This design comes from an exercise in tuning for small area, a short achievable clock period and few clock cycles per item on the open sky130 flow, not from production work.
Function was checked by simulation only, so behaviour that the tests miss may differ from the original.

$ cat config.mk
export PLATFORM = sky130hd
export DESIGN_NAME = qoi_decompressor
export DESIGN_NICKNAME = qoi_decompressor
export VERILOG_FILES = /design/flow/design.v
export SDC_FILE = /design/flow/constraint.sdc
export NUM_CORES = 4
export LEC_CHECK = 0
export CAP_MARGIN = 20
export CORE_MARGIN = 2
export CORE_UTILIZATION = 65
export PLACE_DENSITY = 0.72
export SLEW_MARGIN = 20
$ cat constraint.sdc
create_clock -name core_clock -period 10.0 [get_ports {clk}]
set_input_delay 2.0000 -clock core_clock [delete_from_list [all_inputs] [get_ports {clk}]]
set_output_delay 2.0000 -clock core_clock [all_outputs]
set_load 0.01 [all_outputs]
$ cat design.v
module qoi_decompressor (
    input  wire        rstn,
    input  wire        clk,
    output wire        i_tready,
    input  wire        i_tvalid,
    input  wire        i_tlast,
    input  wire [31:0] i_tdata,      
    input  wire        o_tready,
    output reg         o_tvalid,
    output reg         o_tlast,
    output reg  [ 7:0] o_R, o_G, o_B,
    output wire [31:0] o_width, o_height
);
localparam [2:0] H_MAGIC = 3'd0,
                 H_WIDTH = 3'd1,
                 H_HEIGHT= 3'd2,
                 H_2BYTE = 3'd3,
                 S_DATA  = 3'd4,
                 S_FLUSH = 3'd5;
reg  [ 2:0] state;
reg         finished;       
reg  [15:0] width, height;
assign o_width  = {16'd0, width};
assign o_height = {16'd0, height};
reg  [23:0] prev;           
reg  [ 5:0] hp;             
reg  [15:0] xr, yr;         
reg         done;           
reg         skid_v, skid_last;
reg         c1v;
reg  [31:0] c1;             
reg         c2v;
reg         c2_add;         
reg         c2_idx;         
reg         c2_rec;         
reg  [23:0] c2_opnd;
reg  [ 5:0] c2_hv;          
reg  [ 5:0] c2_hv2, c2_hv3;
reg  [ 5:0] c2_run;         
reg         c3v;
reg         c3_add, c3_idx;
reg  [23:0] c3_opnd;
reg  [ 5:0] c3_hv;
reg  [ 5:0] c3_run;         
reg         c3_run0;        
wire fire    = c3v & ~skid_v & ~done;
wire c3_take = fire & c3_run0;
wire c3_free = ~c3v | c3_take;
wire c2_adv  = c2v & c3_free;
wire c2_free = ~c2v | c3_free;
wire s2_adv  = c1v & c2_free;
wire c1_free = ~c1v | s2_adv;
wire o_free  = ~o_tvalid | o_tready;
wire c1v_n      = (state == S_DATA && done) ? 1'b0 : c1_free ? s1_fire : c1v;
wire c2v_n      = done ? 1'b0 : s2_adv ? 1'b1 : c2_adv ? 1'b0 : c2v;
wire c3v_n      = done ? 1'b0 : c2_adv ? 1'b1 : c3_take ? 1'b0 : c3v;
wire c3_run0_n  = c3_free ? (c2_run == 6'd0) : (fire & ~c3_run0) ? (c3_run == 6'd1) : c3_run0;
wire skid_v_n   = o_free ? 1'b0 : fire ? 1'b1 : skid_v;
wire o_tvalid_n = o_free ? (skid_v | fire) : o_tvalid;
reg  [ 1:0] rem_cnt;
reg  [23:0] rem;
function [2:0] clen_of(input [7:0] b);
    clen_of = (b[7:6] == 2'b10) ? 3'd2 :
              (b[7:1] == 7'b1111111) ? 3'd4 : 3'd1;
endfunction
function enough_of(input [7:0] b, input [1:0] n);    
    enough_of = (b[7:1] != 7'b1111111) & ((b[7:6] == 2'b10) ? n[1] : (n != 2'd0));
endfunction
reg         enough;         
wire [55:0] m = (rem_cnt == 2'd0) ? {24'h0, i_tdata                } :
                (rem_cnt == 2'd1) ? {16'h0, i_tdata, rem[ 7:0]} :
                (rem_cnt == 2'd2) ? { 8'h0, i_tdata, rem[15:0]} :
                                    {       i_tdata, rem      } ;
wire [2:0] clen = clen_of(m[7:0]);
wire [6:0] m_rgb, m_luma;
genvar gi;
generate for (gi = 0; gi < 7; gi = gi + 1) begin : g_tag
    assign m_rgb[gi]  = (m[8*gi+7:8*gi+1] == 7'b1111111);
    assign m_luma[gi] = (m[8*gi+7:8*gi+6] == 2'b10);
end endgenerate
wire [1:0] cnt_1 = rem_cnt - 2'd1;
wire [1:0] cnt_2 = rem_cnt - 2'd2;
wire       en_1  = ~m_rgb[1] & (m_luma[1] ? cnt_1[1] : (cnt_1 != 2'd0));
wire       en_2  = ~m_rgb[2] & (m_luma[2] ? cnt_2[1] : (cnt_2 != 2'd0));
wire       en_4  = ~m_rgb[4] & (m_luma[4] ? rem_cnt[1] : (rem_cnt != 2'd0));
wire [1:0] cnt_f    = m_luma[0] ? cnt_2 : m_rgb[0] ? rem_cnt : cnt_1;
wire       enough_f = m_luma[0] ? en_2  : m_rgb[0] ? en_4    : en_1;
reg         it_r;            
assign i_tready = it_r;
wire s1_fire = (state == S_DATA) & ~done & c1_free & (enough | (i_tvalid & ~finished));
wire [15:0] in_be = {i_tdata[23:16], i_tdata[31:24]};    
reg  [ 2:0] state_n;
reg         finished_n;
reg  [ 1:0] rem_cnt_n;
reg  [23:0] rem_n;
reg         enough_n;
always @(*) begin
    state_n    = state;
    finished_n = finished;
    rem_cnt_n  = rem_cnt;
    rem_n      = rem;
    enough_n   = enough;
    case (state)
        H_MAGIC : if (i_tvalid) state_n = H_WIDTH;
        H_WIDTH : if (i_tvalid & ~o_tvalid) state_n = H_HEIGHT;
        H_HEIGHT: if (i_tvalid) state_n = H_2BYTE;
        H_2BYTE : if (i_tvalid) begin
            state_n    = S_DATA;
            finished_n = 1'b0;
            rem_cnt_n  = 2'd2;
            rem_n      = {8'h0, i_tdata[31:16]};
            enough_n   = enough_of(i_tdata[23:16], 2'd2);
        end
        S_DATA  : if (done) begin
            state_n   = finished ? H_MAGIC : S_FLUSH;
            rem_cnt_n = 2'd0;
            enough_n  = 1'b0;
        end else if (s1_fire) begin
            if (~enough) finished_n = i_tlast;
            rem_cnt_n = cnt_f;    
            rem_n     = m_luma[0] ? m[39:16] : m_rgb[0] ? m[55:32] : m[31:8];
            enough_n  = enough_f;
        end
        default : if (i_tvalid & i_tlast) state_n = H_MAGIC;    
    endcase
end
always @(posedge clk or negedge rstn)
    if (~rstn) begin
        state    <= H_MAGIC;
        finished <= 1'b0;
        rem_cnt  <= 2'd0;
        enough   <= 1'b0;
        c1v      <= 1'b0;
        it_r     <= 1'b1;
    end else begin
        state    <= state_n;
        finished <= finished_n;
        rem_cnt  <= rem_cnt_n;
        enough   <= enough_n;
        c1v      <= c1v_n;
        it_r     <= ((state_n != H_WIDTH) & (state_n != S_DATA)) |
                    ((state_n == H_WIDTH) & ~o_tvalid_n) |
                    ((state_n == S_DATA) & ~finished_n & ~(done | (fire & last)) & ~enough_n &
                     (~c1v_n | ~c2v_n | ~c3v_n | (~skid_v_n & c3_run0_n)));
    end
always @(posedge clk) begin
    if (state == H_WIDTH && ~o_tvalid) width <= in_be;
    if (state == H_HEIGHT) height <= in_be;
    rem <= rem_n;
    if (c1_free) c1 <= m[31:0];
end
reg  [17:0] tab [0:63];     
wire [ 7:0] t0 = c1[7:0];
wire [ 5:0] ci = t0[5:0];
wire [17:0] te = tab[ci];
wire        f2 = (ci == hp);
wire [23:0] tv = f2 ? prev : {te, ci - 6'd53};
wire [ 7:0] df_r = {6'd0, t0[5:4]} - 8'd2;
wire [ 7:0] df_g = {6'd0, t0[3:2]} - 8'd2;
wire [ 7:0] df_b = {6'd0, t0[1:0]} - 8'd2;
wire [ 5:0] df_h1 = {3'd0, t0[5:4], 1'b0} + {4'd0, t0[5:4]};                 
wire [ 5:0] df_h2 = {2'd0, t0[3:2], 2'b0} + {4'd0, t0[3:2]};                 
wire [ 5:0] df_h3 = {1'b0, t0[1:0], 3'b0} + 6'd34 - {4'd0, t0[1:0]};         
wire [ 5:0] lu_u = t0[5:0];
wire [ 3:0] lu_1 = c1[15:12];
wire [ 3:0] lu_2 = c1[11: 8];
wire [ 7:0] lu_g = {2'd0, lu_u} - 8'd32;
wire [ 7:0] lu_r = {2'd0, lu_u} + {4'd0, lu_1} - 8'd40;
wire [ 7:0] lu_b = {2'd0, lu_u} + {4'd0, lu_2} - 8'd40;
wire [ 5:0] lu_h1 = {lu_u[1:0] + 2'd1, 4'd0} - lu_u;                        
wire [ 5:0] lu_h2 = {1'b0, lu_1, 1'b0} + {2'd0, lu_1};                       
wire [ 5:0] lu_h3 = {lu_2[2:0], 3'd0} - {2'd0, lu_2};                        
wire [23:0] rgb_lit = {c1[15:8], c1[23:16], c1[31:24]};
wire [ 5:0] rgb_h1 = {c1[12:8], 1'b0} + c1[13:8];                           
wire [ 5:0] rgb_h2 = {c1[19:16], 2'b0} + c1[21:16];                         
wire [ 5:0] rgb_h3 = {c1[26:24] + 3'd6, 3'd5} - c1[29:24];                  
always @(posedge clk or negedge rstn)
    if (~rstn) c2v <= 1'b0;
    else c2v <= c2v_n;
always @(posedge clk)
    if (c2_free) begin
        c2_run <= 6'd0;
        c2_rec <= 1'b0;
        c2_hv2 <= 6'd0;
        c2_hv3 <= 6'd0;
        case (t0[7:6])
            2'b00: begin
                c2_add <= 1'b0; c2_idx <= 1'b1; c2_rec <= ~f2;
                c2_opnd <= tv;
                c2_hv <= ci;
            end
            2'b01: begin
                c2_add <= 1'b1; c2_idx <= 1'b0;
                c2_opnd <= {df_r, df_g, df_b};
                c2_hv <= df_h1; c2_hv2 <= df_h2; c2_hv3 <= df_h3;
            end
            2'b10: begin
                c2_add <= 1'b1; c2_idx <= 1'b0;
                c2_opnd <= {lu_r, lu_g, lu_b};
                c2_hv <= lu_h1; c2_hv2 <= lu_h2; c2_hv3 <= lu_h3;
            end
            default: if (t0[5:1] != 5'b11111) begin
                c2_add <= 1'b1; c2_idx <= 1'b0;
                c2_opnd <= 24'd0;
                c2_hv <= 6'd0;
                c2_run <= ci;
            end else begin
                c2_add <= 1'b0; c2_idx <= 1'b0;
                c2_opnd <= rgb_lit;
                c2_hv <= rgb_h1; c2_hv2 <= rgb_h2; c2_hv3 <= rgb_h3;
            end
        endcase
    end
wire [ 5:0] e_l1 = c2_opnd[21:16];
wire [ 5:0] e_l2 = c2_opnd[13: 8];
wire [ 5:0] e_h  = c2_opnd[ 5: 0];
wire [ 5:0] e_r  = {e_h[4:0], 1'b0} - {e_l1[3:0], 2'b0} - e_l2;
wire [ 5:0] e_g  = e_l1 + {e_l2[4:0], 1'b0} - e_h;
wire [ 5:0] e_b  = e_l1 - e_l2;
wire [23:0] e_v  = {c2_opnd[23:22], e_r, c2_opnd[15:14], e_g, c2_opnd[7:6], e_b};
wire        f3  = c2_idx & (c2_hv == hp);
always @(posedge clk or negedge rstn)
    if (~rstn) c3v <= 1'b0;
    else c3v <= c3v_n;
always @(posedge clk)
    if (c3_free) begin
        c3_add  <= c2_add;
        c3_idx  <= c2_idx;
        c3_hv   <= c2_hv + c2_hv2 + c2_hv3;
        c3_run  <= c2_run;
        c3_run0 <= (c2_run == 6'd0);
        c3_opnd <= f3 ? prev : c2_rec ? e_v : c2_opnd;
    end else if (fire & ~c3_run0) begin
        c3_run  <= c3_run - 6'd1;
        c3_run0 <= (c3_run == 6'd1);
    end
wire [ 7:0] a_r = prev[23:16] + c3_opnd[23:16];
wire [ 7:0] a_g = prev[15: 8] + c3_opnd[15: 8];
wire [ 7:0] a_b = prev[ 7: 0] + c3_opnd[ 7: 0];
wire        fwd = c3_idx & (c3_hv == hp);
wire [23:0] p   = c3_add ? {a_r, a_g, a_b} : fwd ? prev : c3_opnd;
wire [ 5:0] hpn = c3_add ? hp + c3_hv : c3_hv;
wire        x1  = (xr == 16'd1);
wire        last = x1 & (yr == 16'd1);
always @(posedge clk)
    if (state == H_HEIGHT) begin
        prev <= 24'd0;
        hp   <= 6'd53;
        xr   <= width;
        yr   <= in_be;
    end else if (fire) begin
        prev <= p;
        hp   <= hpn;
        if (x1) begin
            xr <= width;
            yr <= yr - 16'd1;
        end else
            xr <= xr - 16'd1;
    end
always @(posedge clk or negedge rstn)
    if (~rstn) done <= 1'b1;
    else if (state == H_HEIGHT) done <= 1'b0;
    else if (fire & last) done <= 1'b1;
wire [ 5:0] w_l2 = prev[21:16] + {prev[12:8], 1'b0} + {prev[4:0], 1'b0};
wire [ 5:0] w_l1 = prev[21:16] + {prev[12:8], 1'b0} + {prev[4:0], 1'b0} + prev[5:0];
always @(posedge clk)
    tab[hp] <= {prev[23:22], w_l1, prev[15:14], w_l2, prev[7:6]};
always @(posedge clk or negedge rstn)
    if (~rstn) begin
        o_tvalid <= 1'b0;
        skid_v   <= 1'b0;
    end else begin
        o_tvalid <= o_tvalid_n;
        skid_v   <= skid_v_n;
    end
always @(posedge clk)
    if (o_free) begin
        {o_R, o_G, o_B} <= skid_v ? prev : p;
        o_tlast         <= skid_v ? skid_last : last;
    end else if (fire)
        skid_last <= last;
endmodule
$ cat flow/run.sh
#!/bin/bash
set -euo pipefail
bash standard.sh 'BUFFER_PORTS_ARGS=-buffer_cell sky130_fd_sc_hd__buf_4' \
    'CTS_ARGS=-sink_clustering_enable -repair_clock_nets -sink_clustering_size 24 -sink_clustering_max_diameter 100 -sink_buffer_max_cap_derate 0.05 -dont_use_dummy_load' \
    SETUP_SLACK_MARGIN=6.8 finish > flow_make.log 2>&1
$ cat standard.sh
#!/bin/bash
# synth_recipe.tcl (not shown) runs the flow's synth.tcl, then flattens the netlist and writes it again
# the make line also repeats each setting of config.mk as NAME=value (left out here)
make -C /OpenROAD-flow-scripts/flow DESIGN_CONFIG=/design/flow/config.mk WORK_HOME=/design/flow/orfs CLKGATE_MAP_FILE= SYNTH_SCRIPT=/design/flow/synth_recipe.tcl "${@:-finish}"
==> summary.txt, run 1 <==
Status
  – Status: complete, no violations

GRT
  – Largest net degree at the start of global routing: 72
  – GRT Util Overall: 33.6%
  – Gr ovfl total: 0
  – First-pass GRT wire length: 240 mm
  – GR Util met3: 6.64%
  – Busiest grt layer: met2
  – Vias in the first global route: 35,600
  – Met2 Resource Use GR: 53.2%
  – Initial antenna violation count: 11
  – Met1 Use GR: 47.1%

Worst setup path
  – CP max stage cell: dfstp_2
  – Critical path arrival: 1.38 ns
  – Crit path max-delay family: flip-flops
  – Crit path capture type: primary output
  – Crit path buf inv count: 1
  – Crit path kind: flip-flop to primary output
  – CP max FO: 1
  – Worst EP required: 8.00 ns
  – Worst stage delay on the critical path: 0.55 ns
  – CP Launch Type: flip-flop
  – Cells along the critical path: buf_6

Floorplan
  – Die X: 315 um
  – I/O pins: 128
  – Num rows: 114
  – Die area: 99,300 um^2
  – Die H: 315 um
  – CORE AREA: 96,300 um^2
  – Initial Utilization: 65.4%

Yosys
  – Post-synth EDFFs: 1,387
  – Synthesized cell area: 62,900 um^2
  – Synth Register Bits: 1,438
  – Asr flop ratio synth: 0.974%
  – Dominant synthesized flop cell: edfxtp_1
  – Syn. warnings: 1
  – Seq/Total Area, Yosys: 67.9%
  – Mapped Cells: 3,850
  – Share of the synthesized area in the top cell type: 66.2%
  – Library cells used by synthesis: 81
  – Synth top area cells: edfxtp_1 66%, mux4_2 11%, ha_1 2.1%
  – Avg Inst Size Synth: 16.3 um^2
  – Area leader, netlist: edfxtp_1

Cells and area
  – Fill count: 5,985
  – Most frequent cells in the layout: 1,387 x edfxtp_1, 297 x mux4_2, 261 x nand2_1
  – Most common cell after layout, fill and taps aside: edfxtp_1
  – Fraction of layout instances using a drive strength above 1: 21.2%
  – Final nets: 4,205
  – Area grow syn2layout: 9.88%
  – Fin cells: 5,308
  – Fin area: 69,200 um^2

Clock network
  – CTS sink cnt: 1,438
  – Reg clk slew, reported paths: 0.09 ns
  – H-tree lvl count: 3
  – CTS Buf Count: 70
  – TritonCTS clock tree: built
  – Post-CTS Hold Buffers: 0
  – Root Driver: clkbuf_8
  – CTS Buffer Depth: 3
  – Clock Latency Late Sink: 0.81 ns

Drt
  – Detailed Route Iter0 Violations: 5,520
  – DRC violations left: 0
  – Post-route ant nets: 0
  – Vias: 36,500
  – Initial DRT Pass Iterations: 8
  – Drt wl/cell: 31.7 um
  – Vias per inst: 6.89
  – Detailed Route WL: 168 mm

Job
  – Max Cap Viol: 0

Placed design
  – # placed instances: 5,134
  – DP Area: 65,400 um^2
  – Port bufs: 95
  – HPWL Detailed: 100 mm
  – Gp weighted congestion: 0.932

STA
  – Max-slew violation count: 0
  – Slew margin rel.: 28.9%
  – Skew final: 0.0947 ns
  – Total negative slack: 0 ns
  – F_max: 0.295 GHz
  – Fin. Hold Viols: 0
  – Slew of the pin with the lowest slew margin: 1.06 ns
  – Final min period: 3.38 ns
  – # setup viols final: 0
  – RSZ-0062 raised after global routing: true
  – Final Cycle Share: 33.8%

Min path
  – Worst Hold Class: flip-flop to flip-flop
flip-flops by register name (all words and copies together) (netlist names), 24 cells and up, named ones only:
signal   flops
tab       1152
c1          32
c2_opnd     24
c3_opnd     24
prev        24
rem         24
metrics by stage:
step                setup WS (ns)  hold WS (ns)  utilization [%]
global route                 6.56         0.439             71.8
global placement             5.50         0.409             67.9
floorplan                    6.34         0.400                -
finish                       6.62         0.425             71.8
detailed placement           5.49         0.405             68.0
CTS                          6.55         0.426             71.1
final cells by class:
cell class	count	area, um^2	share of cell area (%)
diodes	3	7.51	0.0109
clock buffers	70	1650	2.39
inverters	124	475	0.688
multi-input cells	2076	19200	27.7
flip-flops and latches	1438	42800	61.9
well taps	1276	1600	2.31
repair buffers	321	3450	4.99
routing by layer:
| metal | vias to the layer above | routed length [um] |
|---|---|---|
| li1 | 15300 | - |
| met1 | 18600 | 61700 |
| met2 | 2298 | 80900 |
| met3 | 371 | 18900 |
| met4 | 6 | 6800 |
| met5 | - | 41 |
synthesized netlist by cell type, types with 30 or more instances:
library cell,n
a211oi_1,30
a21oi_1,160
a22oi_1,72
buf_2,48
buf_4,54
clkbuf_1,110
dfxtp_1,37
edfxtp_1,1387
fa_1,31
ha_1,106
inv_1,122
mux2i_1,100
mux4_2,297
nand2_1,264
nor2_1,194
nor2b_1,46
nor3_1,34
o21ai_0,202
xnor2_1,82
xor2_1,40
repair_timing:
| item | CTS | global route |
|---|---|---|
| setup buffers | 55 | 27 |
| pin swaps | 12 | 10 |
| gates cloned | 9 | 10 |
| hold endpoints to repair | 0 | 0 |
| setup endpoints to repair | 427 | 256 |
| resized for setup | 119 | 60 |
cells by family (layout without fill, tap and decap cells):
logic type	after synthesis	after routing	synth area share (%)
and+or+nand+nor	684	684	4.95
xor gates and xnor gates	122	123	1.70
DFF	1438	1438	67.9
muxes	419	419	12.7
AOI/OAI and AO/OA	680	680	6.83
adders and majority gates	138	138	3.11
other	1	35	0.00596
buffers and inverters	368	515	2.81
final timing paths:
path | start | to | slack [ns] | cells after the start
max | it_r$_DFF_PN1_ | i_tready | 6.62 | 1
min | c2_add$_DFFE_PP_ | c3_add$_DFFE_PP_ | 0.42 | 0
max reg2reg | prev[1]$_SDFFE_PP0P_ | tab[45][15]$_DFFE_PP_ | 6.62 | 12
min reg2reg | c2_add$_DFFE_PP_ | c3_add$_DFFE_PP_ | 0.42 | 0
max in group asynchronous | rstn | it_r$_DFF_PN1_ | 8.68 | 1
min in group asynchronous | rstn | skid_v$_DFF_PN0_ | 1.08 | 1
Testbench counts, summed over its fixed seeds: cycles 49,382, pixels 48,510.
==> inputs of run 2 (changes only) <==
--- a/config.mk
+++ b/config.mk
@@ -10,3 +10,4 @@
 export CORE_UTILIZATION = 65
 export PLACE_DENSITY = 0.72
 export SLEW_MARGIN = 20
+export TNS_END_PERCENT = 20
==> summary.txt, run 2 <==
Drt
  – Post-route ant nets: 0
  – Initial DRT Pass Iterations: 8
  – Drt wl/cell: 31.5 um
  – Detailed Route Iter0 Violations: 5,679
  – Detailed Route WL: 167 mm
  – DRC violations left: 0
  – Vias: 36,700
  – Vias per inst: 6.94

Yosys
  – Library cells used by synthesis: 81
  – Synthesized cell area: 62,900 um^2
  – Avg Inst Size Synth: 16.3 um^2
  – Dominant synthesized flop cell: edfxtp_1
  – Seq/Total Area, Yosys: 67.9%
  – Post-synth EDFFs: 1,387
  – Area leader, netlist: edfxtp_1
  – Synth Register Bits: 1,438
  – Most frequent cells after synthesis: 1,387 x edfxtp_1, 297 x mux4_2, 264 x nand2_1
  – Share of the synthesized area in the top cell type: 66.2%
  – Syn. warnings: 1
  – Mapped Cells: 3,850
  – Count leader, synth: edfxtp_1
  – Synth top area cells: edfxtp_1 66%, mux4_2 11%, ha_1 2.1%
  – Asr flop ratio synth: 0.974%

GRT
  – First-pass GRT wire length: 237 mm
  – Largest net degree at the start of global routing: 119
  – Gr ovfl total: 0
  – Initial antenna violation count: 6
  – Vias in the first global route: 35,200
  – GRT Util Overall: 33.2%

Status
  – Status: complete, no violations

Floorplan
  – CORE AREA: 96,300 um^2
  – Num rows: 114
  – Die area: 99,300 um^2
  – Die X: 315 um
  – Die H: 315 um
  – I/O pins: 128
  – Initial Utilization: 65.4%

Worst setup path
  – Crit path buf inv count: 1
  – Cells along the critical path: buf_6
  – Crit. Startpoint: it_r$_DFF_PN1_
  – Crit path max-delay family: flip-flops
  – Worst stage delay on the critical path: 0.55 ns
  – Crit. path cell count: 1
  – Crit path kind: flip-flop to primary output
  – Worst EP required: 8.00 ns
  – CP max FO: 1
  – CP max stage cell: dfstp_2
  – R2r startpoint: prev[1]$_SDFFE_PP0P_
  – Critical path arrival: 1.45 ns
  – Worst Reg2Reg Path Length in Cells: 11
  – CP Launch Type: flip-flop
  – Crit path capture type: primary output

Cells and area
  – Most common cell after layout, fill and taps aside: edfxtp_1
  – Fraction of layout instances using a drive strength above 1: 20.8%
  – Max reg flops: 1,152
  – Area grow syn2layout: 8.86%
  – Most frequent cells in the layout: 1,387 x edfxtp_1, 297 x mux4_2, 261 x buf_4
  – Largest Register: tab
  – Top Registers: tab x1152, c1 x32
  – Core Util, Final: 71.2%
  – Fill count: 6,067
  – Final nets: 4,190

Clock network
  – CTS Buf Count: 70
  – Post-CTS Hold Buffers: 0
  – Reg clk slew, reported paths: 0.11 ns
  – TritonCTS clock tree: built
  – CTS Buffer Depth: 3
  – Clock Latency Late Sink: 0.83 ns
  – Root Driver: clkbuf_8
  – H-tree lvl count: 3
  – CTS sink cnt: 1,438

STA
  – Max-slew violation count: 0
  – # setup viols final: 0
  – Setup ws final: 6.55 ns
  – Skew final: 0.0912 ns
  – F_max: 0.290 GHz
  – RSZ-0062 raised after global routing: true
  – Fin. Hold Viols: 0
  – Total negative slack: 0 ns
  – Slew margin rel.: 29.1%
  – Final min period: 3.45 ns
  – Final Cycle Share: 34.5%
  – Slew of the pin with the lowest slew margin: 1.06 ns

Min path
  – Hold Crit Start: c2_add$_DFFE_PP_
  – Worst Hold Class: flip-flop to flip-flop
  – Hold path depth: 0

Placed design
  – Pre-CTS WS: 5.51 ns
  – Port bufs: 95
  – Gp weighted congestion: 0.928
  – HPWL Detailed: 99.4 mm

Job
  – Max Cap Viol: 0
[run 2: metal layers]
metal / GRT usage [%] / vias to the layer above / part of all wire [%]
li1: - / 15300 / -
met1: 47.3 / 18700 / 37
met2: 52.4 / 2364 / 48
met3: 5.93 / 324 / 11
met4: 11.9 / 4 / 3.7
met5: 0 / - / 0.014
[run 2: worst paths after layout]
path	end	slack, ns
max in group asynchronous	done$_DFFE_PN1P_	8.72
min in group asynchronous	finished$_DFF_PN0_	1.03
max	i_tready	6.55
max reg2reg	tab[56][15]$_DFFE_PP_	6.71
min	c3_add$_DFFE_PP_	0.41
min reg2reg	c3_add$_DFFE_PP_	0.41
[run 2: through the flow]
step	hold slack, ns	instances	cell area (um^2)
after floorplan	0.400	3881	63200
after global placement	0.415	5140	65400
after detailed placement	0.421	5140	65500
after CTS	0.413	5232	67700
after global routing	0.412	5291	68500
final	0.405	5293	68500
[run 2: cell type report]
cell class	instances	area, um^2	share of cell area [%]
antenna	3	7.51	0.0110
clock buffer	70	1650	2.41
inverter	124	469	0.685
multi-input combinational	2077	19100	27.8
sequential	1438	42800	62.5
tap	1276	1600	2.33
timing repair buffer	305	2920	4.26
[run 2: cells by family after synthesis]
family | synth area share, %
buffers and inverters | 2.81
XOR/XNOR | 1.70
AND/OR/NAND/NOR | 4.95
other | 0.00596
AO/OA/AOI/OAI | 6.83
adder cells (fa/ha/maj) | 3.11
flip-flops | 67.9
multiplexers | 12.7
[run 2: worst register-to-register path: cells and delay by family (launching register included)]
kind / cells / cell delay (ns)
xor+xnor: 1 / 0.17
fa+ha+maj: 4 / 1.76
compound gates: 2 / 0.21
flops: 1 / 0.36
buf+inv: 4 / 0.48
[run 2: what timing repair did]
item,in CTS,in global routing
pin swaps,8,12
gates cloned,7,11
gates resized for setup,57,46
setup buffers,15,47
endpoints found under the setup margin,423,377
==> inputs of run 3 (changes only) <==
==> flow/run.sh (replaced) <==
#!/bin/bash
set -euo pipefail
bash standard.sh 'BUFFER_PORTS_ARGS=-buffer_cell sky130_fd_sc_hd__buf_4' \
    'CTS_ARGS=-sink_clustering_enable -repair_clock_nets -sink_clustering_size 24 -sink_clustering_max_diameter 100 -sink_buffer_max_cap_derate 0.05 -dont_use_dummy_load' \
    SETUP_SLACK_MARGIN=7.0 finish > flow_make.log 2>&1
--- a/config.mk
+++ b/config.mk
@@ -10,4 +10,3 @@
 export CORE_UTILIZATION = 65
 export PLACE_DENSITY = 0.72
 export SLEW_MARGIN = 20
-export TNS_END_PERCENT = 20
==> summary.txt, run 3 <==
GRT
  – Largest net degree at the start of global routing: 72
  – GRT Util Overall: 34.5%
  – Initial antenna violation count: 5
  – First-pass GRT wire length: 245 mm
  – Vias in the first global route: 35,900
  – Gr ovfl total: 0

Clock network
  – Root Driver: clkbuf_8
  – TritonCTS clock tree: built
  – CTS sink cnt: 1,438
  – H-tree lvl count: 3
  – Clock Latency Late Sink: 0.83 ns
  – Reg clk slew, reported paths: 0.10 ns
  – CTS Buffer Depth: 3
  – CTS Buf Count: 70

Worst setup path
  – Crit path buf inv count: 1
  – Critical path arrival: 1.48 ns
  – CP max stage cell: dfstp_2
  – CP Launch Type: flip-flop
  – Worst EP required: 8.00 ns
  – Crit path max-delay family: flip-flops
  – Worst stage delay on the critical path: 0.57 ns
  – R2r startpoint: prev[8]$_SDFFE_PP0P_
  – CP max FO: 1
  – R2R Setup Slk: 6.67 ns
  – Worst Reg2Reg Path Length in Cells: 12
  – Cells along the critical path: buf_6
  – Crit path capture type: primary output
  – Reg2reg end: tab[27][15]$_DFFE_PP_
  – Crit path kind: flip-flop to primary output

Floorplan
  – I/O pins: 128
  – Die X: 315 um
  – CORE AREA: 96,300 um^2
  – Num rows: 114
  – Die H: 315 um
  – Die area: 99,300 um^2
  – Initial Utilization: 65.4%

Yosys
  – Syn. warnings: 1
  – Most frequent cells after synthesis: 1,387 x edfxtp_1, 297 x mux4_2, 264 x nand2_1
  – Post-synth EDFFs: 1,387
  – Mapped Cells: 3,850
  – Seq/Total Area, Yosys: 67.9%
  – Avg Inst Size Synth: 16.3 um^2
  – Synth Register Bits: 1,438
  – Share of the synthesized area in the top cell type: 66.2%
  – Dominant synthesized flop cell: edfxtp_1
  – Asr flop ratio synth: 0.974%
  – Library cells used by synthesis: 81
  – Synth top area cells: edfxtp_1 66%, mux4_2 11%, ha_1 2.1%
  – Synthesized cell area: 62,900 um^2
  – Area leader, netlist: edfxtp_1
  – Count leader, synth: edfxtp_1

Status
  – Status: complete, no violations

Drt
  – Detailed Route Iter0 Violations: 5,722
  – Initial DRT Pass Iterations: 6
  – Post-route ant nets: 0
  – Vias per inst: 7.02
  – Vias: 37,600
  – Drt wl/cell: 32.8 um
  – DRC violations left: 0
  – Detailed Route WL: 176 mm

Job
  – Max Cap Viol: 0

STA
  – Skew final: 0.0996 ns
  – RSZ-0062 raised after global routing: true
  – Slew margin rel.: 32.9%
  – F_max: 0.287 GHz
  – Max-slew violation count: 0
  – Total negative slack: 0 ns
  – Final Cycle Share: 34.8%
  – Fin. Hold Viols: 0
  – # setup viols final: 0
  – Slew of the pin with the lowest slew margin: 1.01 ns
  – Final min period: 3.48 ns

Cells and area
  – Area grow syn2layout: 11.7%
  – Max reg flops: 1,152
  – Most frequent cells in the layout: 1,387 x edfxtp_1, 297 x mux4_2, 259 x nand2_1
  – Final nets: 4,250
  – Top Registers: tab x1152, c1 x32
  – Most common cell after layout, fill and taps aside: edfxtp_1
  – Fraction of layout instances using a drive strength above 1: 22.7%
  – Largest Register: tab

Min path
  – Hold Path Sink: c3_add$_DFFE_PP_
  – Hold Crit Start: c2_add$_DFFE_PP_
  – Worst Hold Class: flip-flop to flip-flop
  – Hold path depth: 0

Placed design
  – HPWL Detailed: 97.8 mm
  – Port bufs: 95
  – Gp weighted congestion: 0.948
[run 3: cell counts after synthesis]
Identical to the previous run, type by type.
[run 3: worst register-to-register path: stages, from the launching register on]
cell      delay [ns]
dfxtp_4         0.37
fa_4            0.53
ha_4            0.19
fa_4            0.79
ha_4            0.23
inv_4           0.06
o21bai_4        0.06
a21oi_4         0.18
xor2_4          0.10
buf_12          0.16
buf_8           0.14
buf_12          0.12
buf_16          0.12
[run 3: logic make-up (layout without fill, tap and decap cells)]
group                      Yosys count  in the layout  share of synthesized area (%)
DFF                               1438           1438                           67.9
and+or+nand+nor                    684            684                           4.95
AOI/OAI and AO/OA                  680            681                           6.83
muxes                              419            419                           12.7
buffers and inverters              368            560                           2.81
adders and majority gates          138            138                           3.11
xor gates and xnor gates           122            122                           1.70
other                                1             36                        0.00596
[run 3: worst max-delay path by stage]
stage	startpoint	endpoint	slack [ns]	cells past startpoint
3_3_place_gp	flip-flop	c2_opnd[9]$_DFFE_PP_	5.59	6
3_5_place_dp	prev[9]$_SDFFE_PP0P_	tab[11][15]$_DFFE_PP_	5.72	8
4_1_cts	it_r$_DFF_PN1_	i_tready	6.47	1
6_report	it_r$_DFF_PN1_	i_tready	6.52	1
5_1_grt	it_r$_DFF_PN1_	i_tready	6.49	1
2_1_floorplan	prev[1]$_SDFFE_PP0P_	tab[0][15]$_DFFE_PP_	6.34	8
[run 3: cell type report]
cell class	instances	area [um^2]
Sequential cell	1438	42800
Fill cell	5789	26000
Multi-Input combinational cell	2076	19300
Timing Repair Buffer	366	4450
Clock buffer	70	1650
Tap cell	1276	1600
Inverter	124	485
Antenna cell	4	10.0
[run 3: routing by layer]
| metal | global-route usage, % | part of all wire, % | vias to the layer above |
|---|---|---|---|
| li1 | - | - | 15400 |
| met1 | 47.9 | 36 | 19200 |
| met2 | 55.6 | 49 | 2545 |
| met3 | 6.30 | 11 | 411 |
| met4 | 12.4 | 4.3 | 4 |
| met5 | 0.629 | 0.049 | - |
[run 3: stage by stage]
stage               worst slack (ns)  utilization [%]  cell area [um^2]  hold WS, ns  instances
finish                          6.52             73.0             70300        0.433       5354
global route                    6.49             73.0             70300        0.463       5351
CTS                             6.47             71.9             69200        0.433       5292
detailed placement              5.72             68.0             65500        0.410       5134
global placement                5.59             68.0             65500        0.406       5134
floorplan                       6.34                -             63300        0.400       3881
[run 3: what timing repair did]
action / CTS / global route
buffers inserted: 62 / 44
pin swaps: 18 / 12
endpoints found under the setup margin: 554 / 406
gates resized for setup: 163 / 84
gates cloned: 26 / 14
hold buffers: 0 / 0
==> inputs of run 4 (changes only) <==
==> flow/run.sh (replaced) <==
#!/bin/bash
set -euo pipefail
bash standard.sh 'BUFFER_PORTS_ARGS=-buffer_cell sky130_fd_sc_hd__buf_4' \
    'CTS_ARGS=-sink_clustering_enable -repair_clock_nets -sink_clustering_size 24 -sink_clustering_max_diameter 100 -sink_buffer_max_cap_derate 0.05 -dont_use_dummy_load' \
    SETUP_SLACK_MARGIN=6.8 finish > flow_make.log 2>&1
--- a/config.mk
+++ b/config.mk
@@ -10,3 +10,4 @@
 export CORE_UTILIZATION = 65
 export PLACE_DENSITY = 0.72
 export SLEW_MARGIN = 20
+export TNS_END_PERCENT = 5
==> summary.txt, run 4 <==
Status
  – Status: complete, no violations

GRT
  – Met2 Resource Use GR: 52.1%
  – First-pass GRT wire length: 236 mm
  – Vias in the first global route: 35,100
  – GR Util met3: 6.14%
  – Met1 Use GR: 46.6%
  – Gr ovfl total: 0
  – GRT Util Overall: 32.9%
  – Busiest grt layer: met2
  – Largest net degree at the start of global routing: 119
  – Initial antenna violation count: 5

Yosys
  – Post-synthesis mux area share: 12.7%
  – Synth Register Bits: 1,438
  – Seq/Total Area, Yosys: 67.9%
  – Synthesized cell area: 62,900 um^2
  – Share of the synthesized area in the top cell type: 66.2%
  – Area leader, netlist: edfxtp_1
  – Dominant synthesized flop cell: edfxtp_1
  – Synth Area in Compound Gates: 6.83%
  – Post-synth EDFFs: 1,387
  – Asr flop ratio synth: 0.974%
  – Synth Area in Simple Gates: 4.95%
  – Synth top area cells: edfxtp_1 66%, mux4_2 11%, ha_1 2.1%
  – Most frequent cells after synthesis: 1,387 x edfxtp_1, 297 x mux4_2, 264 x nand2_1
  – Count leader, synth: edfxtp_1
  – Largest family of logic cells by synthesized area: multiplexers
  – Library cells used by synthesis: 81
  – Post-synthesis xor/xnor area fraction: 1.70%
  – Mapped Cells: 3,850
  – Synth Area in Adders: 3.11%
  – Syn. warnings: 1
  – Avg Inst Size Synth: 16.3 um^2

STA
  – Max-slew violation count: 0
  – F_max: 0.289 GHz
  – Total negative slack: 0 ns
  – Final min period: 3.46 ns
  – Slew margin rel.: 30.1%
  – Skew final: 0.0815 ns
  – RSZ-0062 raised after global routing: true
  – Final Cycle Share: 34.6%
  – Slew of the pin with the lowest slew margin: 1.05 ns
  – Fin. Hold Viols: 0
  – # setup viols final: 0

Cells and area
  – Top Registers: tab x1152, c1 x32
  – Fill count: 6,094
  – Most common cell after layout, fill and taps aside: edfxtp_1
  – Final nets: 4,184
  – Fraction of layout instances using a drive strength above 1: 20.6%
  – Largest Register: tab
  – Area taken by multi-input logic gates: 19,100 um^2
  – Most frequent cells in the layout: 1,387 x edfxtp_1, 297 x mux4_2, 260 x nand2_1
  – Max reg flops: 1,152
  – Core Util, Final: 71.0%
  – FF/Latch Area: 42,800 um^2
  – Area grow syn2layout: 8.67%

Worst setup path
  – Cells along the critical path: buf_6
  – CP Launch Type: flip-flop
  – Crit. Startpoint: it_r$_DFF_PN1_
  – Worst stage delay on the critical path: 0.55 ns
  – Crit. path cell count: 1
  – CP endpoint: i_tready
  – Crit path buf inv count: 1
  – Crit path kind: flip-flop to primary output
  – Reg2reg end: c2_opnd[23]$_DFFE_PP_
  – CP max stage cell: dfstp_2
  – R2R Setup Slk: 6.61 ns
  – Critical path arrival: 1.46 ns
  – Worst Reg2Reg Path Length in Cells: 6
  – Crit path max-delay family: flip-flops
  – CP max FO: 1
  – Crit path capture type: primary output
  – Worst EP required: 8.00 ns

Clock network
  – H-tree lvl count: 3
  – Clock Latency Late Sink: 0.83 ns
  – Reg clk slew, reported paths: 0.10 ns
  – CTS Buffer Depth: 3
  – TritonCTS clock tree: built
  – Root Driver: clkbuf_8
  – CTS sink cnt: 1,438
  – CTS Buf Count: 70
  – Post-CTS Hold Buffers: 0

Placed design
  – HPWL Detailed: 99.4 mm
  – Gp weighted congestion: 0.928
  – Port bufs: 95

Floorplan
  – Num rows: 114
  – Die X: 315 um
  – Die area: 99,300 um^2
  – CORE AREA: 96,300 um^2
  – Initial Utilization: 65.4%
  – Die H: 315 um
  – I/O pins: 128

Drt
  – Initial DRT Pass Iterations: 8
  – Detailed Route Iter0 Violations: 5,450
  – Drt wl/cell: 31.4 um
  – Post-route ant nets: 0
  – Vias per inst: 6.91
  – Detailed Route WL: 166 mm
  – DRC violations left: 0
  – Vias: 36,600

Job
  – Max Cap Viol: 0

Min path
  – Worst Hold Class: flip-flop to flip-flop
run 4: final cells by class:
| cell class | count | share of cell area, % |
|---|---|---|
| repair buffers | 299 | 4.13 |
| multi-input cells | 2077 | 27.9 |
| clock buffers | 70 | 2.41 |
| flip-flops and latches | 1438 | 62.6 |
| inverters | 124 | 0.686 |
| well taps | 1276 | 2.33 |
| diodes | 3 | 0.0110 |
run 4: metrics by stage:
| stage | instances | cell area, um^2 | worst slack, ns | hold WS, ns |
|---|---|---|---|---|
| finish | 5287 | 68400 | 6.54 | 0.409 |
| global route | 5285 | 68400 | 6.50 | 0.412 |
| CTS | 5221 | 67500 | 6.46 | 0.413 |
| detailed placement | 5140 | 65500 | 5.51 | 0.421 |
| global placement | 5140 | 65400 | 5.56 | 0.415 |
| floorplan | 3881 | 63200 | 6.34 | 0.400 |
run 4: kinds of logic (layout without fill, tap and decap cells):
| logic type | after synthesis | after routing |
|---|---|---|
| flip-flops | 1438 | 1438 |
| AND/OR/NAND/NOR | 684 | 685 |
| AO/OA/AOI/OAI | 680 | 681 |
| multiplexers | 419 | 419 |
| buffers and inverters | 368 | 493 |
| adder cells (fa/ha/maj) | 138 | 138 |
| XOR/XNOR | 122 | 122 |
| other | 1 | 35 |
run 4: routing by layer:
| layer | part of all wire, % | up-vias |
|---|---|---|
| li1 | - | 15200 |
| met1 | 38 | 18700 |
| met2 | 48 | 2282 |
| met3 | 11 | 310 |
| met4 | 3.5 | 4 |
| met5 | 0.016 | - |
run 4: worst reg2reg max path: cells and delay by family (launching register included):
kind	cells	cell delay [ns]
muxes	2	1.18
AOI/OAI and AO/OA	2	0.81
DFF	1	0.54
buffers and inverters	2	0.61
run 4: repair_timing:
item,CTS,global route
endpoints found under the hold margin,0,0
pin swaps,4,15
gates resized for setup,40,56
buffers inserted,8,51
endpoints found under the setup margin,423,377
cloned,3,12
run 4: how the worst min path moves through the flow:
stage / depth (start not counted) / endpoint / from
4_1_cts: 0 / c3_add$_DFFE_PP_ / c2_add$_DFFE_PP_
5_1_grt: 0 / c3_add$_DFFE_PP_ / c2_add$_DFFE_PP_
3_3_place_gp: 0 / c3_add$_DFFE_PP_ / c2_add$_DFFE_PP_
6_report: 0 / c3_add$_DFFE_PP_ / c2_add$_DFFE_PP_
3_5_place_dp: 0 / c3_add$_DFFE_PP_ / c2_add$_DFFE_PP_
2_1_floorplan: 0 / c3_add$_DFFE_PP_ / c2_add$_DFFE_PP_
==> inputs of run 5 (changes only) <==
--- a/config.mk
+++ b/config.mk
@@ -7,7 +7,6 @@
 export LEC_CHECK = 0
 export CAP_MARGIN = 20
 export CORE_MARGIN = 2
-export CORE_UTILIZATION = 65
-export PLACE_DENSITY = 0.72
+export CORE_UTILIZATION = 70
+export PLACE_DENSITY = 0.76
 export SLEW_MARGIN = 20
-export TNS_END_PERCENT = 5
==> summary.txt, run 5 <==
Yosys
  – Area leader, netlist: edfxtp_1
  – Asr flop ratio synth: 0.974%
  – Synth top area cells: edfxtp_1 66%, mux4_2 11%, ha_1 2.1%
  – Count leader, synth: edfxtp_1
  – Dominant synthesized flop cell: edfxtp_1
  – Avg Inst Size Synth: 16.3 um^2
  – Mapped Cells: 3,850
  – Library cells used by synthesis: 81
  – Synthesized cell area: 62,900 um^2
  – Seq/Total Area, Yosys: 67.9%
  – Share of the synthesized area in the top cell type: 66.2%
  – Synth Register Bits: 1,438
  – Syn. warnings: 1
  – Post-synth EDFFs: 1,387
  – Most frequent cells after synthesis: 1,387 x edfxtp_1, 297 x mux4_2, 264 x nand2_1

Floorplan
  – Initial Utilization: 70.9%
  – Num rows: 109
  – Die H: 304 um
  – Die area: 92,300 um^2
  – CORE AREA: 88,800 um^2
  – I/O pins: 128
  – Die X: 304 um

Placed design
  – Pre-CTS WS: 5.52 ns
  – Port bufs: 95
  – DP Area: 65,300 um^2
  – Gp weighted congestion: 0.940
  – # placed instances: 5,025
  – HPWL Detailed: 97.5 mm

Cells and area
  – Fin cells: 5,207
  – Final nets: 4,211
  – Fraction of layout instances using a drive strength above 1: 21.1%
  – Most frequent cells in the layout: 1,387 x edfxtp_1, 297 x mux4_2, 260 x nand2_1
  – Fill count: 4,792
  – Area grow syn2layout: 9.25%
  – Max reg flops: 1,152
  – Largest Register: tab
  – Top Registers: tab x1152, c1 x32
  – Core Util, Final: 77.4%
  – Most common cell after layout, fill and taps aside: edfxtp_1
  – Fin area: 68,800 um^2

GRT
  – Vias in the first global route: 36,900
  – GRT Util Overall: 37.2%
  – Initial antenna violation count: 6
  – First-pass GRT wire length: 249 mm
  – Largest net degree at the start of global routing: 72
  – Gr ovfl total: 0

Drt
  – Detailed Route WL: 175 mm
  – Post-route ant nets: 0
  – Vias: 38,000
  – Vias per inst: 7.29
  – DRC violations left: 0
  – Drt wl/cell: 33.6 um
  – Initial DRT Pass Iterations: 8
  – Detailed Route Iter0 Violations: 6,168

STA
  – Final Cycle Share: 36.2%
  – Fin. Hold Viols: 0
  – RSZ-0062 raised after global routing: true
  – Slew of the pin with the lowest slew margin: 1.03 ns
  – Skew final: 0.179 ns
  – F_max: 0.276 GHz
  – Slew margin rel.: 31.3%
  – Final min period: 3.62 ns
  – Setup ws final: 6.38 ns
  – Max-slew violation count: 0
  – # setup viols final: 0
  – Total negative slack: 0 ns

Worst setup path
  – Worst Reg2Reg Path Length in Cells: 8
  – Worst EP required: 8.00 ns
  – Cells along the critical path: buf_6
  – Critical path arrival: 1.62 ns
  – CP max stage cell: dfstp_2
  – Crit path capture type: primary output
  – R2R Setup Slk: 6.84 ns
  – Crit path buf inv count: 1
  – CP Launch Type: flip-flop
  – Reg2reg end: c2_opnd[18]$_DFFE_PP_
  – Crit path kind: flip-flop to primary output
  – Crit path max-delay family: flip-flops
  – Worst stage delay on the critical path: 0.54 ns
  – CP max FO: 1

Clock network
  – Post-CTS Hold Buffers: 0
  – CTS Buffer Depth: 3
  – CTS Buf Count: 70
  – Reg clk slew, reported paths: 0.09 ns
  – Clock Latency Late Sink: 1.12 ns
  – Root Driver: clkbuf_4
  – H-tree lvl count: 3
  – CTS sink cnt: 1,438
  – TritonCTS clock tree: built

Job
  – Max Cap Viol: 0

Min path
  – Hold path depth: 0
  – Hold Path Sink: c3_add$_DFFE_PP_
  – Hold Crit Start: c2_add$_DFFE_PP_
  – Worst Hold Class: flip-flop to flip-flop

Status
  – Status: complete, no violations
[run 5: cell counts after synthesis]
Identical to the previous run, type by type.
[run 5: how the worst max path moves through the flow]
| stage | startpoint | end | slack (ns) | cells after the start |
|---|---|---|---|---|
| 2_1_floorplan | prev[1]$_SDFFE_PP0P_ | tab[0][15]$_DFFE_PP_ | 6.34 | 8 |
| 3_3_place_gp | flip-flop | c2_opnd[9]$_DFFE_PP_ | 5.22 | 7 |
| 3_5_place_dp | flip-flop | c2_opnd[12]$_DFFE_PP_ | 5.52 | 9 |
| 4_1_cts | it_r$_DFF_PN1_ | i_tready | 6.31 | 1 |
| 5_1_grt | it_r$_DFF_PN1_ | i_tready | 6.33 | 1 |
| 6_report | it_r$_DFF_PN1_ | i_tready | 6.38 | 1 |
[run 5: area by class of cell]
cell class / instances / area, um^2 / area share, %
Multi-Input combinational cell: 2075 / 19100 / 27.8
Inverter: 124 / 477 / 0.693
Timing Repair Buffer: 328 / 3310 / 4.81
Tap cell: 1165 / 1460 / 2.12
Sequential cell: 1438 / 42800 / 62.2
Clock buffer: 70 / 1590 / 2.32
Antenna cell: 7 / 17.5 / 0.0255
[run 5: kinds of logic after synthesis]
family	count (synthesis)	synth area share, %
buf+inv	368	2.81
compound gates	680	6.83
mux	419	12.7
other cells	1	0.00596
flops	1438	67.9
simple gates	684	4.95
fa+ha+maj	138	3.11
xor+xnor	122	1.70
[run 5: metal layers]
layer / routed length [um] / vias to the layer above / global-route usage [%]
li1: - / 15300 / -
met4: 9630 / 2 / 16.3
met5: 20 / - / 0
met3: 21100 / 562 / 7.26
met2: 84900 / 3046 / 59.8
met1: 59500 / 19000 / 50.5
[run 5: stage by stage]
stage / hold WS, ns
after floorplan: 0.400
after detailed placement: 0.414
after CTS: 0.469
final: 0.469
after global routing: 0.477
after global placement: 0.412
[run 5: repair_timing]
action	CTS	global route
gates resized for setup	128	27
endpoints found under the hold margin	0	0
buffers inserted	45	45
gates cloned	9	5
endpoints found under the setup margin	454	223
pin swaps	11	9
==> inputs of run 6 (changes only) <==
==> flow/run.sh (replaced) <==
#!/bin/bash
set -euo pipefail
bash standard.sh 'BUFFER_PORTS_ARGS=-buffer_cell sky130_fd_sc_hd__buf_4' \
    'CTS_ARGS=-sink_clustering_enable -repair_clock_nets -sink_clustering_size 24 -sink_clustering_max_diameter 100 -sink_buffer_max_cap_derate 0.05' \
    SETUP_SLACK_MARGIN=6.7 finish > flow_make.log 2>&1
--- a/config.mk
+++ b/config.mk
@@ -7,6 +7,6 @@
 export LEC_CHECK = 0
 export CAP_MARGIN = 20
 export CORE_MARGIN = 2
-export CORE_UTILIZATION = 70
-export PLACE_DENSITY = 0.76
+export CORE_UTILIZATION = 65
+export PLACE_DENSITY = 0.72
 export SLEW_MARGIN = 20
==> summary.txt, run 6 <==
Clock network
  – TritonCTS clock tree: built
  – H-tree lvl count: 3
  – CTS Buffer Depth: 3
  – CTS sink cnt: 1,438
  – Clock Latency Late Sink: 0.83 ns
  – CTS Buf Count: 70
  – Root Driver: clkbuf_8
  – Reg clk slew, reported paths: 0.10 ns

Yosys
  – Synth Register Bits: 1,438
  – Synth top area cells: edfxtp_1 66%, mux4_2 11%, ha_1 2.1%
  – Syn. warnings: 1
  – Most frequent cells after synthesis: 1,387 x edfxtp_1, 297 x mux4_2, 264 x nand2_1
  – Asr flop ratio synth: 0.974%
  – Post-synth EDFFs: 1,387
  – Seq/Total Area, Yosys: 67.9%
  – Count leader, synth: edfxtp_1
  – Dominant synthesized flop cell: edfxtp_1
  – Share of the synthesized area in the top cell type: 66.2%
  – Avg Inst Size Synth: 16.3 um^2
  – Library cells used by synthesis: 81
  – Area leader, netlist: edfxtp_1
  – Synthesized cell area: 62,900 um^2
  – Mapped Cells: 3,850

Worst setup path
  – Worst Reg2Reg Path Length in Cells: 9
  – Cells along the critical path: buf_6
  – Crit path buf inv count: 1
  – Worst stage delay on the critical path: 0.54 ns
  – R2r startpoint: prev[10]$_SDFFE_PP0P_
  – CP Launch Type: flip-flop
  – Crit path max-delay family: flip-flops
  – Crit path kind: flip-flop to primary output
  – Worst EP required: 8.00 ns
  – R2R Setup Slk: 6.77 ns
  – CP max FO: 1
  – Reg2reg end: tab[36][15]$_DFFE_PP_
  – Critical path arrival: 1.47 ns
  – CP max stage cell: dfstp_2
  – Crit path capture type: primary output

Min path
  – Worst Hold Class: flip-flop to flip-flop
  – Hold path depth: 0
  – Hold Crit Start: c2_add$_DFFE_PP_
  – Hold Path Sink: c3_add$_DFFE_PP_

Drt
  – Post-route ant nets: 0
  – Vias: 36,500
  – Initial DRT Pass Iterations: 8
  – Detailed Route Iter0 Violations: 5,134
  – DRC violations left: 0
  – Drt wl/cell: 31.4 um
  – Vias per inst: 6.86
  – Detailed Route WL: 167 mm

STA
  – Final min period: 3.47 ns
  – Final Cycle Share: 34.7%
  – Slew margin rel.: 31.6%
  – Fin. Hold Viols: 0
  – Skew final: 0.0340 ns
  – F_max: 0.288 GHz
  – RSZ-0062 raised after global routing: true
  – # setup viols final: 0
  – Max-slew violation count: 0
  – Slew of the pin with the lowest slew margin: 1.03 ns
  – Total negative slack: 0 ns

Floorplan
  – I/O pins: 128
  – Initial Utilization: 65.4%
  – Die X: 315 um
  – Num rows: 114
  – Die H: 315 um
  – CORE AREA: 96,300 um^2
  – Die area: 99,300 um^2

Cells and area
  – Fin area: 69,000 um^2
  – Final nets: 4,187
  – Most common cell after layout, fill and taps aside: edfxtp_1
  – Largest Register: tab
  – Max reg flops: 1,152
  – Area grow syn2layout: 9.56%
  – Top Registers: tab x1152, c1 x32
  – Most frequent cells in the layout: 1,387 x edfxtp_1, 297 x mux4_2, 260 x nand2_1
  – Fraction of layout instances using a drive strength above 1: 20.8%

Status
  – Status: complete, no violations

GRT
  – Busiest grt layer: met2
  – Met1 Use GR: 47.7%
  – GRT Util Overall: 33.7%
  – Met2 Resource Use GR: 53.7%
  – GR Util met3: 6.24%
  – Initial antenna violation count: 9
  – First-pass GRT wire length: 240 mm
  – Gr ovfl total: 0
  – Vias in the first global route: 35,200
  – Largest net degree at the start of global routing: 72

Job
  – Max Cap Viol: 0

Placed design
  – Gp weighted congestion: 0.932
  – DP Area: 65,400 um^2
  – HPWL Detailed: 99.2 mm
  – Port bufs: 95
-- run 6: logic make-up after synthesis --
group           Yosys count  share of synthesized area, %
compound gates          680                          6.83
xor+xnor                122                          1.70
fa+ha+maj               138                          3.11
buf+inv                 368                          2.81
flops                  1438                          67.9
mux                     419                          12.7
other cells               1                       0.00596
simple gates            684                          4.95
-- run 6: worst max-delay path by stage --
stage               cells past startpoint  slack, ns                 start              endpoint
finish                                  1       6.53        it_r$_DFF_PN1_              i_tready
global route                            1       6.48        it_r$_DFF_PN1_              i_tready
CTS                                     1       6.47        it_r$_DFF_PN1_              i_tready
detailed placement                      9       5.45            i_tdata[2]      rem[0]$_DFFE_PP_
global placement                        7       5.09             flip-flop  c2_opnd[9]$_DFFE_PP_
floorplan                               8       6.34  prev[1]$_SDFFE_PP0P_  tab[0][15]$_DFFE_PP_
-- run 6: timing repair --
| action | 4_1_cts | 5_1_grt |
|---|---|---|
| pin swaps | 12 | 9 |
| buffers inserted | 41 | 29 |
| gates cloned | 9 | 4 |
| setup endpoints to repair | 436 | 262 |
| hold buffers | 0 | 0 |
| resized for setup | 109 | 42 |
-- run 6: layout make-up --
type	instances	area, um^2
fillers	6034	27300
clock inverters	9	119
repair buffers	303	3100
flip-flops and latches	1438	42800
multi-input cells	2076	19100
clock buffers	92	1810
inverters	124	465
well taps	1276	1600
diodes	5	12.5
-- run 6: layer usage --
metal	wire length [um]	share of wire, %	vias up
li1	-	-	15300
met1	62700	37	18700
met2	80300	48	2175
met3	17800	11	337
met4	6570	3.9	6
met5	42	0.025	-
-- run 6: per-stage QoR --
stage / util, % / hold WS (ns) / setup slack [ns] / instances
floorplan: - / 0.400 / 6.34 / 3881
global placement: 67.9 / 0.405 / 5.09 / 5131
detailed placement: 68.0 / 0.410 / 5.45 / 5134
CTS: 71.1 / 0.432 / 6.47 / 5285
global route: 71.6 / 0.433 / 6.48 / 5320
finish: 71.6 / 0.429 / 6.53 / 5323
==> inputs of run 7 (changes only) <==
==> flow/run.sh (replaced) <==
#!/bin/bash
set -euo pipefail
bash standard.sh 'BUFFER_PORTS_ARGS=-buffer_cell sky130_fd_sc_hd__buf_4' \
    'CTS_ARGS=-sink_clustering_enable -repair_clock_nets -sink_clustering_size 24 -sink_clustering_max_diameter 100 -sink_buffer_max_cap_derate 0.05' \
    SETUP_SLACK_MARGIN=7.0 finish > flow_make.log 2>&1
==> summary.txt, run 7 <==
STA
  – Slew margin rel.: 33.3%
  – Slew of the pin with the lowest slew margin: 1.00 ns
  – RSZ-0062 raised after global routing: true
  – Total negative slack: 0 ns
  – Skew final: 0.0686 ns
  – F_max: 0.287 GHz
  – Fin. Hold Viols: 0
  – Final min period: 3.49 ns
  – Final Cycle Share: 34.9%
  – Max-slew violation count: 0
  – Setup ws final: 6.51 ns
  – # setup viols final: 0

Drt
  – Initial DRT Pass Iterations: 8
  – Drt wl/cell: 32.5 um
  – Vias: 37,300
  – Detailed Route WL: 175 mm
  – DRC violations left: 0
  – Vias per inst: 6.93
  – Detailed Route Iter0 Violations: 5,610
  – Post-route ant nets: 0

GRT
  – Vias in the first global route: 36,000
  – Initial antenna violation count: 3
  – First-pass GRT wire length: 247 mm
  – Gr ovfl total: 0
  – Largest net degree at the start of global routing: 72
  – GRT Util Overall: 34.8%

Clock network
  – CTS Buf Count: 70
  – H-tree lvl count: 3
  – CTS Buffer Depth: 3
  – Root Driver: clkbuf_8
  – Reg clk slew, reported paths: 0.10 ns
  – CTS sink cnt: 1,438
  – Clock Latency Late Sink: 0.84 ns
  – Post-CTS Hold Buffers: 0
  – TritonCTS clock tree: built

Floorplan
  – CORE AREA: 96,300 um^2
  – Num rows: 114
  – Initial Utilization: 65.4%
  – Die area: 99,300 um^2
  – Die X: 315 um
  – I/O pins: 128
  – Die H: 315 um

Yosys
  – Library cells used by synthesis: 81
  – Mapped Cells: 3,850
  – Asr flop ratio synth: 0.974%
  – Synthesized cell area: 62,900 um^2
  – Post-synth EDFFs: 1,387
  – Avg Inst Size Synth: 16.3 um^2
  – Area leader, netlist: edfxtp_1
  – Count leader, synth: edfxtp_1
  – Synth Register Bits: 1,438
  – Dominant synthesized flop cell: edfxtp_1
  – Seq/Total Area, Yosys: 67.9%
  – Share of the synthesized area in the top cell type: 66.2%
  – Most frequent cells after synthesis: 1,387 x edfxtp_1, 297 x mux4_2, 264 x nand2_1
  – Synth top area cells: edfxtp_1 66%, mux4_2 11%, ha_1 2.1%
  – Syn. warnings: 1

Status
  – Status: complete, no violations

Worst setup path
  – CP max FO: 1
  – CP Launch Type: flip-flop
  – Worst stage delay on the critical path: 0.56 ns
  – Crit path capture type: primary output
  – Cells along the critical path: buf_6
  – Crit path max-delay family: flip-flops
  – CP max stage cell: dfstp_2
  – Crit path buf inv count: 1
  – Worst EP required: 8.00 ns
  – Crit path kind: flip-flop to primary output
  – Critical path arrival: 1.49 ns

Placed design
  – DP Area: 65,500 um^2
  – Pre-CTS WS: 5.72 ns
  – Gp weighted congestion: 0.948
  – Port bufs: 95
  – HPWL Detailed: 97.8 mm

Cells and area
  – Largest Register: tab
  – Area grow syn2layout: 11.8%
  – Most common cell after layout, fill and taps aside: edfxtp_1
  – Top Registers: tab x1152, c1 x32
  – Fill count: 5,759
  – Fin area: 70,400 um^2
  – Max reg flops: 1,152
  – FF/Latch Area: 42,800 um^2
  – Area taken by multi-input logic gates: 19,300 um^2
  – Final nets: 4,247
  – Fraction of layout instances using a drive strength above 1: 22.6%
  – Most frequent cells in the layout: 1,387 x edfxtp_1, 297 x mux4_2, 259 x nand2_1

Job
  – Max Cap Viol: 0

Min path
  – Worst Hold Class: flip-flop to flip-flop
## run 7: cell counts after synthesis
Identical to the previous run, type by type.
## run 7: what timing repair did
action                                 CTS  global route
setup buffers                           70            35
pin swaps                               18            11
endpoints found under the hold margin    0             0
setup endpoints to repair              531           320
cloned                                  29             9
gates resized for setup                165            74
## run 7: area by class of cell
class / instances / share of cell area, %
antenna: 3 / 0.0107
clock buffer: 97 / 2.62
clock inverter: 5 / 0.0942
inverter: 124 / 0.690
multi-input combinational: 2076 / 27.4
sequential: 1438 / 60.8
tap: 1276 / 2.27
timing repair buffer: 363 / 6.10
## run 7: per-stage QoR
stage | std cells | util, % | hold WS, ns
3_5_place_dp | 5134 | 68.0 | 0.410
5_1_grt | 5381 | 73.1 | 0.463
2_1_floorplan | 3881 | - | 0.400
4_1_cts | 5335 | 72.3 | 0.434
3_3_place_gp | 5134 | 68.0 | 0.406
6_report | 5382 | 73.1 | 0.433
## run 7: logic make-up (layout without fill, tap and decap cells)
group	after synthesis	in the layout	synth area share, %
adder cells (fa/ha/maj)	138	138	3.11
buffers and inverters	368	589	2.81
XOR/XNOR	122	122	1.70
AND/OR/NAND/NOR	684	684	4.95
other	1	35	0.00596
AO/OA/AOI/OAI	680	681	6.83
multiplexers	419	419	12.7
flip-flops	1438	1438	67.9
## run 7: worst paths after layout
path,from,end,slack [ns],depth (start not counted)
min in group asynchronous,rstn,rem_cnt[0]$_DFFE_PN0P_,1.01,1
worst max register to register,prev[1]$_SDFFE_PP0P_,tab[21][15]$_DFFE_PP_,6.63,12
worst min-delay path,c2_add$_DFFE_PP_,c3_add$_DFFE_PP_,0.43,0
max in group asynchronous,rstn,done$_DFFE_PN1P_,8.71,1
worst max-delay path,it_r$_DFF_PN1_,i_tready,6.51,1
worst min register to register,c2_add$_DFFE_PP_,c3_add$_DFFE_PP_,0.43,0
## run 7: worst reg2reg max path, stage by stage, from the launching register on
cell and delay [ns]:
dfxtp_4 0.36, fa_1 0.59, ha_4 0.16, fa_4 0.66, ha_4 0.34, inv_4 0.04, o21bai_4 0.14, a21oi_4 0.09
xor2_4 0.16, buf_12 0.16, buf_8 0.14, buf_12 0.12, buf_16 0.12
## run 7: per-layer routing
layer | routed length, um | up-vias | GRT usage (%)
met5 | 13 | - | 0
met4 | 6700 | 2 | 12.7
met3 | 19100 | 333 | 6.76
met2 | 85100 | 2397 | 55.7
met1 | 63800 | 19100 | 48.4
li1 | - | 15400 | -

separate check: timing with driven ports:
Ports are ideal in the flow. The routed layouts listed here were re-timed in OpenROAD.
Step 1 (the two cells are an assumption about what drives the block):
set clk [get_ports {clk}]
set_driving_cell -lib_cell sky130_fd_sc_hd__clkbuf_16 $clk
set_driving_cell -lib_cell sky130_fd_sc_hd__buf_2 [delete_from_list [all_inputs] $clk]
Step 2 also shifts input and output timing later by t, the mid clock arrival at the registers, as if the neighbouring blocks saw the same clock.
a / b / c = no drivers / after step 1 / after step 2; a / b = the first two.
run	shift t [ns]	slack for setup (ns)	worst setup path at the end
run 1	0.830	6.616 / 6.548 / 6.048	input to register
run 2	0.852	6.548 / 6.483 / 6.037	input to register
run 3	0.845	6.518 / 6.450 / 6.236	input to register
run 4	0.852	6.540 / 6.474 / 6.077	input to register
run 5	1.109	6.380 / 6.304 / 5.971	input to register
run 6	0.883	6.533 / 6.466 / 6.005	input to register
run 7	0.877	6.511 / 6.444 / 6.184	input to register
After both steps every run listed still meets setup and hold. For run 1, which loses most, drivers alone change the setup slack by -0.068 ns; drivers and shift together by -0.568 ns.
